Source: an optimization exercise on an open RTL-to-GDS flow (aim: small area and a short achievable clock period). Production flows keep margins and buffers that such runs may drop.

==> inputs of run X <==
Design IEEE754_Mult, start of the top module:
module IEEE754_Mult
(
	input clock,
	input resetn,
	input [31:0] a,
	input [31:0] b,
	output [31:0] y
);
export LEC_CHECK = 0
export CAP_MARGIN = 20
export CORE_MARGIN = 2
export CORE_UTILIZATION = 40
export CTS_BUF_LIST = sky130_fd_sc_hd__clkbuf_4 sky130_fd_sc_hd__clkbuf_8
export SETUP_SLACK_MARGIN = 5
export SLEW_MARGIN = 20
export SYNTH_HIERARCHICAL = 1
create_clock -name core_clock -period 11.0 [get_ports {clock}]
standard.sh (not shown) runs the stock make flow with config.mk's settings and CLKGATE_MAP_FILE= SYNTH_SCRIPT=/design/flow/synth_recipe.tcl, a recipe that flattens the netlist after the stock synthesis.
==> flow/flow/run.sh <==
#!/bin/bash
set -euo pipefail
bash standard.sh SETUP_SLACK_MARGIN=7 TNS_END_PERCENT=1 "BUFFER_PORTS_ARGS=-buffer_cell sky130_fd_sc_hd__buf_2"  finish > standard.log 2>&1
==> inputs of run Y, as changes to run X <==
--- a/flow/design.v
+++ b/flow/design.v
@@ -945,89 +945,93 @@
 	fa us900 (.a(c727), .b(s810), .c(c809), .s(s900), .co(c901));
 	wire s902, c903;
 	fa us902 (.a(pp310), .b(s812), .c(c811), .s(s902), .co(c903));
 	wire s904, c905;
 	fa us904 (.a(s814), .b(pp311), .c(c813), .s(s904), .co(c905));
 	wire s906 = ~c815;
-	wire [23:0] lo_s = {1'b0, c855, c853, c851, c849, c847, c845, c843, c841, c839, c837, c835, c833, c831, c829, c827, c825, c823, c821, c819, c817, s816, pp2, bo[0]} + {1'b0, s856, s854, s852, s850, s848, s846, s844, s842, s840, s838, s836, s834, s832, s830, s828, s826, s824, s822, s820, s818, pp27, 1'b0, pp1};
-	wire [6:0] b0_s = {1'b0, c867, c865, c863, c861, c859, c857} + {1'b0, s868, s866, s864, s862, s860, s858};
-	wire [6:0] b1_s = {1'b0, c879, c877, c875, c873, c871, c869} + {1'b0, s880, s878, s876, s874, s872, s870};
-	wire [6:0] b2_s = {1'b0, c891, c889, c887, c885, c883, c881} + {1'b0, s892, s890, s888, s886, s884, s882};
-	wire [6:0] b3_s = {1'b0, c903, c901, c899, c897, c895, c893} + {1'b0, s904, s902, s900, s898, s896, s894};
-	wire [1:0] b4_s = {1'b0, c905} + {1'b0, s906};
+	wire [12:0] l0_s = {1'b0, c833, c831, c829, c827, c825, c823, c821, c819, c817, s816, pp2, bo[0]} + {1'b0, s834, s832, s830, s828, s826, s824, s822, s820, s818, pp27, 1'b0, pp1};
+	wire [11:0] l1_s = {1'b0, c855, c853, c851, c849, c847, c845, c843, c841, c839, c837, c835} + {1'b0, s856, s854, s852, s850, s848, s846, s844, s842, s840, s838, s836};
+	wire l1_ones = &({c855, c853, c851, c849, c847, c845, c843, c841, c839, c837, c835} ^ {s856, s854, s852, s850, s848, s846, s844, s842, s840, s838, s836});
+	wire [5:0] b0_s = {1'b0, c865, c863, c861, c859, c857} + {1'b0, s866, s864, s862, s860, s858};
+	wire [5:0] b1_s = {1'b0, c875, c873, c871, c869, c867} + {1'b0, s876, s874, s872, s870, s868};
+	wire [5:0] b2_s = {1'b0, c885, c883, c881, c879, c877} + {1'b0, s886, s884, s882, s880, s878};
+	wire [5:0] b3_s = {1'b0, c895, c893, c891, c889, c887} + {1'b0, s896, s894, s892, s890, s888};
+	wire [5:0] b4_s = {1'b0, c905, c903, c901, c899, c897} + {1'b0, s906, s904, s902, s900, s898};
 	reg        z2, s2;
 	reg [7:0]  e2;
-	reg c23;
-	reg [5:0] bs0;
+	reg lg0, lg1, lp1;
+	reg [4:0] bs0;
 	reg bg0;
 	reg bp0;
-	reg [5:0] bs1;
+	reg [4:0] bs1;
 	reg bg1;
 	reg bp1;
-	reg [5:0] bs2;
+	reg [4:0] bs2;
 	reg bg2;
 	reg bp2;
-	reg [5:0] bs3;
+	reg [4:0] bs3;
 	reg bg3;
 	reg bp3;
-	reg [0:0] bs4;
+	reg [4:0] bs4;
 	always @(posedge clock) begin
 		z2 <= !resetn || z1;
 		s2 <= s1;
 		e2 <= e1;
-		c23 <= lo_s[23];
-		bs0 <= b0_s[5:0];
-		bg0 <= b0_s[6];
-		bp0 <= &({c867, c865, c863, c861, c859, c857} ^ {s868, s866, s864, s862, s860, s858});
-		bs1 <= b1_s[5:0];
-		bg1 <= b1_s[6];
-		bp1 <= &({c879, c877, c875, c873, c871, c869} ^ {s880, s878, s876, s874, s872, s870});
-		bs2 <= b2_s[5:0];
-		bg2 <= b2_s[6];
-		bp2 <= &({c891, c889, c887, c885, c883, c881} ^ {s892, s890, s888, s886, s884, s882});
-		bs3 <= b3_s[5:0];
-		bg3 <= b3_s[6];
-		bp3 <= &({c903, c901, c899, c897, c895, c893} ^ {s904, s902, s900, s898, s896, s894});
-		bs4 <= b4_s[0:0];
+		lg0 <= l0_s[12];
+		lg1 <= l1_s[11];
+		lp1 <= l1_ones;
+		bs0 <= b0_s[4:0];
+		bg0 <= b0_s[5];
+		bp0 <= &({c865, c863, c861, c859, c857} ^ {s866, s864, s862, s860, s858});
+		bs1 <= b1_s[4:0];
+		bg1 <= b1_s[5];
+		bp1 <= &({c875, c873, c871, c869, c867} ^ {s876, s874, s872, s870, s868});
+		bs2 <= b2_s[4:0];
+		bg2 <= b2_s[5];
+		bp2 <= &({c885, c883, c881, c879, c877} ^ {s886, s884, s882, s880, s878});
+		bs3 <= b3_s[4:0];
+		bg3 <= b3_s[5];
+		bp3 <= &({c895, c893, c891, c889, c887} ^ {s896, s894, s892, s890, s888});
+		bs4 <= b4_s[4:0];
 	end
-	wire cb0 = c23;
-	wire [5:0] bi0 = bs0 + 6'd1;
+	wire cb0 = lg1 | (lp1 & lg0);
+	wire [4:0] bi0 = bs0 + 5'd1;
 	wire r0_0 = cb0 ? bi0[0] : bs0[0];
 	wire r0_1 = cb0 ? bi0[1] : bs0[1];
 	wire r0_2 = cb0 ? bi0[2] : bs0[2];
 	wire r0_3 = cb0 ? bi0[3] : bs0[3];
 	wire r0_4 = cb0 ? bi0[4] : bs0[4];
-	wire r0_5 = cb0 ? bi0[5] : bs0[5];
 	wire cb1 = bg0 | (cb0 & bp0);
-	wire [5:0] bi1 = bs1 + 6'd1;
+	wire [4:0] bi1 = bs1 + 5'd1;
 	wire r1_0 = cb1 ? bi1[0] : bs1[0];
 	wire r1_1 = cb1 ? bi1[1] : bs1[1];
 	wire r1_2 = cb1 ? bi1[2] : bs1[2];
 	wire r1_3 = cb1 ? bi1[3] : bs1[3];
 	wire r1_4 = cb1 ? bi1[4] : bs1[4];
-	wire r1_5 = cb1 ? bi1[5] : bs1[5];
 	wire cb2 = bg1 | (cb1 & bp1);
-	wire [5:0] bi2 = bs2 + 6'd1;
+	wire [4:0] bi2 = bs2 + 5'd1;
 	wire r2_0 = cb2 ? bi2[0] : bs2[0];
 	wire r2_1 = cb2 ? bi2[1] : bs2[1];
 	wire r2_2 = cb2 ? bi2[2] : bs2[2];
 	wire r2_3 = cb2 ? bi2[3] : bs2[3];
 	wire r2_4 = cb2 ? bi2[4] : bs2[4];
-	wire r2_5 = cb2 ? bi2[5] : bs2[5];
 	wire cb3 = bg2 | (cb2 & bp2);
-	wire [5:0] bi3 = bs3 + 6'd1;
+	wire [4:0] bi3 = bs3 + 5'd1;
 	wire r3_0 = cb3 ? bi3[0] : bs3[0];
 	wire r3_1 = cb3 ? bi3[1] : bs3[1];
 	wire r3_2 = cb3 ? bi3[2] : bs3[2];
 	wire r3_3 = cb3 ? bi3[3] : bs3[3];
 	wire r3_4 = cb3 ? bi3[4] : bs3[4];
-	wire r3_5 = cb3 ? bi3[5] : bs3[5];
 	wire cb4 = bg3 | (cb3 & bp3);
-	wire [0:0] bi4 = bs4 + 1'd1;
+	wire [4:0] bi4 = bs4 + 5'd1;
 	wire r4_0 = cb4 ? bi4[0] : bs4[0];
-	wire [24:0] m2 = {r4_0, r3_5, r3_4, r3_3, r3_2, r3_1, r3_0, r2_5, r2_4, r2_3, r2_2, r2_1, r2_0, r1_5, r1_4, r1_3, r1_2, r1_1, r1_0, r0_5, r0_4, r0_3, r0_2, r0_1, r0_0};
+	wire r4_1 = cb4 ? bi4[1] : bs4[1];
+	wire r4_2 = cb4 ? bi4[2] : bs4[2];
+	wire r4_3 = cb4 ? bi4[3] : bs4[3];
+	wire r4_4 = cb4 ? bi4[4] : bs4[4];
+	wire [24:0] m2 = {r4_4, r4_3, r4_2, r4_1, r4_0, r3_4, r3_3, r3_2, r3_1, r3_0, r2_4, r2_3, r2_2, r2_1, r2_0, r1_4, r1_3, r1_2, r1_1, r1_0, r0_4, r0_3, r0_2, r0_1, r0_0};
 	wire [7:0]  e2p1 = e2 + 8'd1;
 	wire [7:0]  ey = m2[24] ? e2p1 : e2;
 	wire [22:0] my = m2[24] ? m2[23:1] : m2[22:0];
 	assign y = z2 ? 32'h00000000 : {s2, ey, my};
 endmodule
 module fa (input a, input b, input c, output s, output co);
==> comparison <==
- Run Y passed the timing, DRC and antenna checks. Run X completed with no timing, DRC or antenna violations.
- Against run Y, the routed wire length of run X is larger by about 5%.
- Against run Y, the synthesized area of run X is larger by about 0.23%.
- Against run X, the final area of run Y is lower by 2.7%.
- Between run X and run Y, the lower clock-buffer cell count is in run X (gap 9).
- Between run X and run Y, the lower maximum frequency is in run Y (gap about 4.7%, measured against run Y).
No functional check of the RTL was part of any run of this note.

==> re-timing with driven ports <==
How much do the figures lean on ideal ports? The routed layouts below were timed once more, with nothing changed but the port constraints. Step 1, drivers: a clkbuf_16 drives clock and a buf_2 each remaining input, both assumed. Step 2 times the ports against the registers' clock, not the clock port: input delays grow and output delays shrink by t, the midpoint of the rising clock arrivals with the driver on. Slacks: ideal / step 1 / step 2; pairs: ideal / step 1.
run | t, ns | setup WS [ns] | latest minus earliest clock arrival (ns)
run X | 0.439 | 6.505 / 6.464 / 6.555 | 0.022 / 0.022
run Y | 0.500 | 6.294 / 6.249 / 6.533 | 0.035 / 0.034
After both steps every run listed still meets setup and hold.
